This design comes from an exercise in tuning for small area on the open sky130 flow, not from production work. In this exercise RTL edits were held to simulation tests only and were not proved equivalent to the original.

==> maple: inputs <==
## DE1_SoC
module DE1_SoC (CLOCK_50, GPIO_1, HEX0, KEY, SW);
	input logic				CLOCK_50;  
	output logic [6:0] HEX0;
	input logic [3:0] KEY;
	input logic [9:0] SW;
	output logic	[35:0] GPIO_1;
	logic clk;
	assign clk = CLOCK_50;
	logic reset, pause;
	assign reset = SW[9];
	assign pause = SW[0];
	logic k1, k2, k3, k4;
	always_comb begin
		if (!SW[1]) begin
			k1 = KEY[1];
			k2 = KEY[3];
			k3 = KEY[2];
			k4 = KEY[0];
		end else begin
			k1 = KEY[3];
			k2 = KEY[2];
			k3 = KEY[1];
			k4 = KEY[0];
		end
	end
	logic L, R, up, down;
	button butLeft(.clk, .reset, .inputButton(k1), .out(L));
	button butUp(.clk, .reset, .inputButton(k2), .out(up));
	button butDown(.clk, .reset, .inputButton(k3), .out(down));
	button butRight(.clk, .reset, .inputButton(k4), .out(R));
	logic resetGame;
	logic [3:0] fr, fc;
	frog f(.clk, .reset, .resetField(resetGame), .left(L), .right(R), .up, .down, .fr, .fc);
	counters score(.clk, .reset, .increase(up & (fr == 4'd15)), .HEX0);
	logic [3:0] row;
	LEDDriver scan(.CLK(clk), .RST(reset | resetGame), .RowSelect(row));
	logic [15:0] redRow;
	logic hit;
	cars car(.clk, .reset, .resetField(resetGame), .pause, .level(SW[6:3]),
	         .row, .redRow, .fr, .fc, .hit);
	collision c(.clk, .hit, .resetgame(resetGame));
	assign GPIO_1[35:32] = row;
	genvar k;
	generate
		for (k = 0; k < 16; k++) begin : px
			assign GPIO_1[31-k] = (row == fr) && (fc == k);
			assign GPIO_1[15-k] = redRow[k];
		end
	endgenerate
endmodule
==> module button, before the edit <==
module button (clk, reset, inputButton, out);
	input logic clk, reset;
	input logic inputButton;
	output logic out;
	logic tempOut;
	DFF_2 d0 (.clk, .reset, .D(~inputButton), .Q(tempOut));
	logic [1:0] ps;
	always_ff @(posedge clk) begin
		if (reset) ps <= 2'b00;
		else begin
			ps[0] <= tempOut & ~ps[1];    
			ps[1] <= ps[0] & ~tempOut;    
		end
	end
	assign out = ps[1];
endmodule
Settings: LEC_CHECK=0, ABC_AREA=1, CAP_MARGIN=20, CORE_MARGIN=2, CORE_UTILIZATION=75, GPL_TIMING_DRIVEN=0, SLEW_MARGIN=20; clock period 10.0 ns.
standard.sh (not shown) runs the stock make flow with config.mk's settings and CLKGATE_MAP_FILE= SYNTH_SCRIPT=/design/flow/synth_recipe.tcl, a recipe that flattens the netlist after the stock synthesis.
==> flow/flow/run.sh <==
#!/bin/bash
# Own flow: the standard layout (standard.sh) with these changes.
#  - Synthesis is synth_recipe.tcl, but Yosys's abc runs a stronger area script
#    (deepsyn from four seeds in parallel, amap, the smallest kept;
#    flow/abc_override.tcl),
#    and adders are left to
#    abc instead of being mapped to half/full adder cells first
#    (ADDER_MAP_FILE empty). Flip-flops are mapped before abc runs, so the
#    registers, their names and their cells are those of the standard synthesis.
#  - Every port still gets a buffer, of the smallest buffer cell.
#  - The clock tree uses small clock buffers (clkbuf_4) and no dummy loads.
# Each tool's full output is in the ORFS logs under orfs/logs; make's output
# is in own_flow.log.
set -euo pipefail
cd "$(dirname "$0")/.."
W=$(pwd)
mkdir -p $W/own_abc
export OWN_ABC_DIR=$W/own_abc
export OWN_ABC_SEEDS="1 11 22 33"
export OWN_ABC_SECONDS=240
{ echo "source $W/flow/abc_override.tcl"; cat synth_recipe.tcl; } > own_synth.tcl
sed "s#$W/synth_recipe.tcl#$W/own_synth.tcl#" standard.sh > own_standard.sh
grep -q own_synth.tcl own_standard.sh
CTS="-sink_clustering_enable -repair_clock_nets -dont_use_dummy_load -sink_clustering_size 6 -buf_list sky130_fd_sc_hd__clkbuf_4"
bash own_standard.sh "ADDER_MAP_FILE=" "BUFFER_PORTS_ARGS=-buffer_cell sky130_fd_sc_hd__buf_1" "CTS_ARGS=$CTS" finish > own_flow.log 2>&1
==> flow/flow/abc_override.tcl <==
# Run Yosys's abc with this flow's own area script in place of the one ORFS
# picks: deepsyn from several seeds (one Yosys process per seed, in
# parallel), each mapped with amap; the smallest mapped netlist is kept.
# Only the combinational logic changes: the flip-flops are already mapped,
# so registers, their names and their cells stay as they are.
proc abc {args} {
  set i [lsearch -exact $args -script]
  if {$i >= 0} { set args [lreplace $args $i [expr {$i + 1}]] }
  set j [lsearch -exact $args -D]
  if {$j >= 0} { set args [lreplace $args $j [expr {$j + 1}]] }
  set libs {}
  foreach {k v} $args { if {$k eq "-liberty"} { lappend libs -liberty $v } }
  set dir $::env(OWN_ABC_DIR)
  set yosys_exe yosys
  if {[info exists ::env(YOSYS_EXE)] && $::env(YOSYS_EXE) ne ""} { set yosys_exe $::env(YOSYS_EXE) }
  yosys write_rtlil $dir/preabc.il
  set jobs {}
  foreach seed $::env(OWN_ABC_SEEDS) {
    set f [open $dir/abc_seed$seed.script w]
    puts $f "strash\n&get -n\n&deepsyn -T $::env(OWN_ABC_SECONDS) -S $seed\n&put\ndch -f\namap -F 4 -A 8"
    close $f
    set f [open $dir/seed$seed.ys w]
    puts $f "read_rtlil $dir/preabc.il"
    puts $f "abc -script $dir/abc_seed$seed.script $args"
    puts $f "write_rtlil $dir/seed$seed.il"
    puts $f "tee -o $dir/seed$seed.stat stat $libs"
    close $f
    append jobs "$yosys_exe -s $dir/seed$seed.ys > $dir/seed$seed.log 2>&1 & "
  }
  exec sh -c "$jobs wait"
  set best -1
  set bestseed {}
  foreach seed $::env(OWN_ABC_SEEDS) {
    if {[catch {
      set f [open $dir/seed$seed.stat r]
      set txt [read $f]
      close $f
    }]} { continue }
    if {![regexp {Chip area for module[^:]*:\s*([0-9.]+)} $txt -> area]} { continue }
    puts "own abc: seed $seed area $area"
    if {$best < 0 || $area < $best} {
      set best $area
      set bestseed $seed
    }
  }
  if {$bestseed eq {}} { error "own abc: no seed finished" }
  yosys design -reset
  yosys read_rtlil $dir/seed$bestseed.il
  puts "own abc: kept seed $bestseed, area $best"
}
==> tundra (differences from maple) <==
--- a/flow/design.v
+++ b/flow/design.v
@@ -19,6 +19,6 @@
 		if (reset) ps <= 2'b00;
 		else begin
-			ps[0] <= tempOut & ~ps[1];    
-			ps[1] <= ps[0] & ~tempOut;    
+			ps[0] <= ~ps[1] & (tempOut | ps[0]);
+			ps[1] <= ps[0] & ~ps[1] & ~tempOut;
 		end
 	end
--- a/flow/flow/run.sh
+++ b/flow/flow/run.sh
@@ -1,7 +1,6 @@
 #!/bin/bash
-# Own flow: the standard layout (standard.sh) with these changes.
+# Own flow: the standard layout (standard.sh) with two changes.
 #  - Synthesis is synth_recipe.tcl, but Yosys's abc runs a stronger area script
-#    (deepsyn from four seeds in parallel, amap, the smallest kept;
-#    flow/abc_override.tcl),
+#    (deepsyn from a few seeds, amap, the smallest kept; flow/abc_override.tcl),
 #    and adders are left to
 #    abc instead of being mapped to half/full adder cells first
@@ -9,5 +8,5 @@
 #    registers, their names and their cells are those of the standard synthesis.
 #  - Every port still gets a buffer, of the smallest buffer cell.
-#  - The clock tree uses small clock buffers (clkbuf_4) and no dummy loads.
+#  - The clock tree uses small clock buffers and no dummy loads.
 # Each tool's full output is in the ORFS logs under orfs/logs; make's output
 # is in own_flow.log.
@@ -18,5 +17,5 @@
 export OWN_ABC_DIR=$W/own_abc
 export OWN_ABC_SEEDS="1 11 22 33"
-export OWN_ABC_SECONDS=240
+export OWN_ABC_SECONDS=60
 { echo "source $W/flow/abc_override.tcl"; cat synth_recipe.tcl; } > own_synth.tcl
 sed "s#$W/synth_recipe.tcl#$W/own_synth.tcl#" standard.sh > own_standard.sh
==> flow/flow/abc_override.tcl (replaced) <==
# Run Yosys's abc with this flow's own area script in place of the one ORFS
# picks: deepsyn from a few seeds, each mapped with amap; the smallest mapped
# netlist is kept. Only the combinational logic changes: the flip-flops are
# already mapped, so registers, their names and their cells stay as they are.
proc abc {args} {
  set i [lsearch -exact $args -script]
  if {$i >= 0} { set args [lreplace $args $i [expr {$i + 1}]] }
  set j [lsearch -exact $args -D]
  if {$j >= 0} { set args [lreplace $args $j [expr {$j + 1}]] }
  set libs {}
  foreach {k v} $args { if {$k eq "-liberty"} { lappend libs -liberty $v } }
  set dir $::env(OWN_ABC_DIR)
  yosys design -save own_preabc
  set best -1
  foreach seed $::env(OWN_ABC_SEEDS) {
    yosys design -load own_preabc
    set f [open $dir/abc_seed$seed.script w]
    puts $f "strash\n&get -n\n&deepsyn -T $::env(OWN_ABC_SECONDS) -S $seed\n&put\ndch -f\namap -F 4 -A 8"
    close $f
    yosys abc -script $dir/abc_seed$seed.script {*}$args
    yosys tee -q -o $dir/abc_seed$seed.stat stat {*}$libs
    set f [open $dir/abc_seed$seed.stat r]
    set txt [read $f]
    close $f
    regexp {Chip area for module[^:]*:\s*([0-9.]+)} $txt -> area
    puts "own abc: seed $seed area $area"
    if {$best < 0 || $area < $best} {
      set best $area
      yosys design -save own_best
    }
  }
  yosys design -load own_best
  puts "own abc: kept area $best"
}
--- a/flow/config.mk
+++ b/flow/config.mk
@@ -9,5 +9,4 @@
 export CAP_MARGIN = 20
 export CORE_MARGIN = 2
-export CORE_UTILIZATION = 75
-export GPL_TIMING_DRIVEN = 0
+export CORE_UTILIZATION = 85
 export SLEW_MARGIN = 20
==> yarrow (differences from maple) <==
--- a/flow/design.v
+++ b/flow/design.v
@@ -19,6 +19,6 @@
 		if (reset) ps <= 2'b00;
 		else begin
-			ps[0] <= tempOut & ~ps[1];    
-			ps[1] <= ps[0] & ~tempOut;    
+			ps[0] <= ~ps[1] & (tempOut | ps[0]);
+			ps[1] <= ps[0] & ~ps[1] & ~tempOut;
 		end
 	end
--- a/flow/flow/run.sh
+++ b/flow/flow/run.sh
@@ -1,7 +1,6 @@
 #!/bin/bash
-# Own flow: the standard layout (standard.sh) with these changes.
+# Own flow: the standard layout (standard.sh) with two changes.
 #  - Synthesis is synth_recipe.tcl, but Yosys's abc runs a stronger area script
-#    (deepsyn from four seeds in parallel, amap, the smallest kept;
-#    flow/abc_override.tcl),
+#    (deepsyn from a few seeds, amap, the smallest kept; flow/abc_override.tcl),
 #    and adders are left to
 #    abc instead of being mapped to half/full adder cells first
@@ -9,5 +8,5 @@
 #    registers, their names and their cells are those of the standard synthesis.
 #  - Every port still gets a buffer, of the smallest buffer cell.
-#  - The clock tree uses small clock buffers (clkbuf_4) and no dummy loads.
+#  - The clock tree uses small clock buffers and no dummy loads.
 # Each tool's full output is in the ORFS logs under orfs/logs; make's output
 # is in own_flow.log.
@@ -18,5 +17,5 @@
 export OWN_ABC_DIR=$W/own_abc
 export OWN_ABC_SEEDS="1 11 22 33"
-export OWN_ABC_SECONDS=240
+export OWN_ABC_SECONDS=60
 { echo "source $W/flow/abc_override.tcl"; cat synth_recipe.tcl; } > own_synth.tcl
 sed "s#$W/synth_recipe.tcl#$W/own_synth.tcl#" standard.sh > own_standard.sh
==> flow/flow/abc_override.tcl (replaced) <==
# Run Yosys's abc with this flow's own area script in place of the one ORFS
# picks: deepsyn from a few seeds, each mapped with amap; the smallest mapped
# netlist is kept. Only the combinational logic changes: the flip-flops are
# already mapped, so registers, their names and their cells stay as they are.
proc abc {args} {
  set i [lsearch -exact $args -script]
  if {$i >= 0} { set args [lreplace $args $i [expr {$i + 1}]] }
  set j [lsearch -exact $args -D]
  if {$j >= 0} { set args [lreplace $args $j [expr {$j + 1}]] }
  set libs {}
  foreach {k v} $args { if {$k eq "-liberty"} { lappend libs -liberty $v } }
  set dir $::env(OWN_ABC_DIR)
  yosys design -save own_preabc
  set best -1
  foreach seed $::env(OWN_ABC_SEEDS) {
    yosys design -load own_preabc
    set f [open $dir/abc_seed$seed.script w]
    puts $f "strash\n&get -n\n&deepsyn -T $::env(OWN_ABC_SECONDS) -S $seed\n&put\ndch -f\namap -F 4 -A 8"
    close $f
    yosys abc -script $dir/abc_seed$seed.script {*}$args
    yosys tee -q -o $dir/abc_seed$seed.stat stat {*}$libs
    set f [open $dir/abc_seed$seed.stat r]
    set txt [read $f]
    close $f
    regexp {Chip area for module[^:]*:\s*([0-9.]+)} $txt -> area
    puts "own abc: seed $seed area $area"
    if {$best < 0 || $area < $best} {
      set best $area
      yosys design -save own_best
    }
  }
  yosys design -load own_best
  puts "own abc: kept area $best"
}
==> notes <==
- In maple the cell area is smaller than in yarrow, by about 2%.
- Sequential share of layout area: maple is higher than yarrow (0.49 points).
- Sequential cell count is the same in maple and yarrow.
- yarrow went through all stages and came out clean. maple completed without violations. tundra stopped in global placement without I/O (3_1_place_gp_skip_io).
- Between yarrow and maple, the lower die area is in maple (gap about 2%, measured against maple).

-- static timing again, ports no longer ideal --
Ports are ideal in the flow. The routed layouts listed here were re-timed in OpenROAD. Step 1: set_driving_cell puts a clkbuf_16 on CLOCK_50 and a buf_2 on each other input, an assumption about the parent block. Step 2, shift: input delay + t, output delay - t, t = (earliest + latest rising clock arrival at the registers) / 2. This alone moves slack from input paths to output paths. a / b / c = ideal / step 1 / step 2; a / b = the first two.
| run | t, ns | setup slack, ns | pins driven straight from the clock port |
|---|---|---|---|
| maple | 0.406 | 2.049 / 2.027 / 2.433 | 1 |
| yarrow | 0.423 | 2.186 / 2.159 / 2.582 | 1 |
After both steps setup and hold are still met in every run listed.
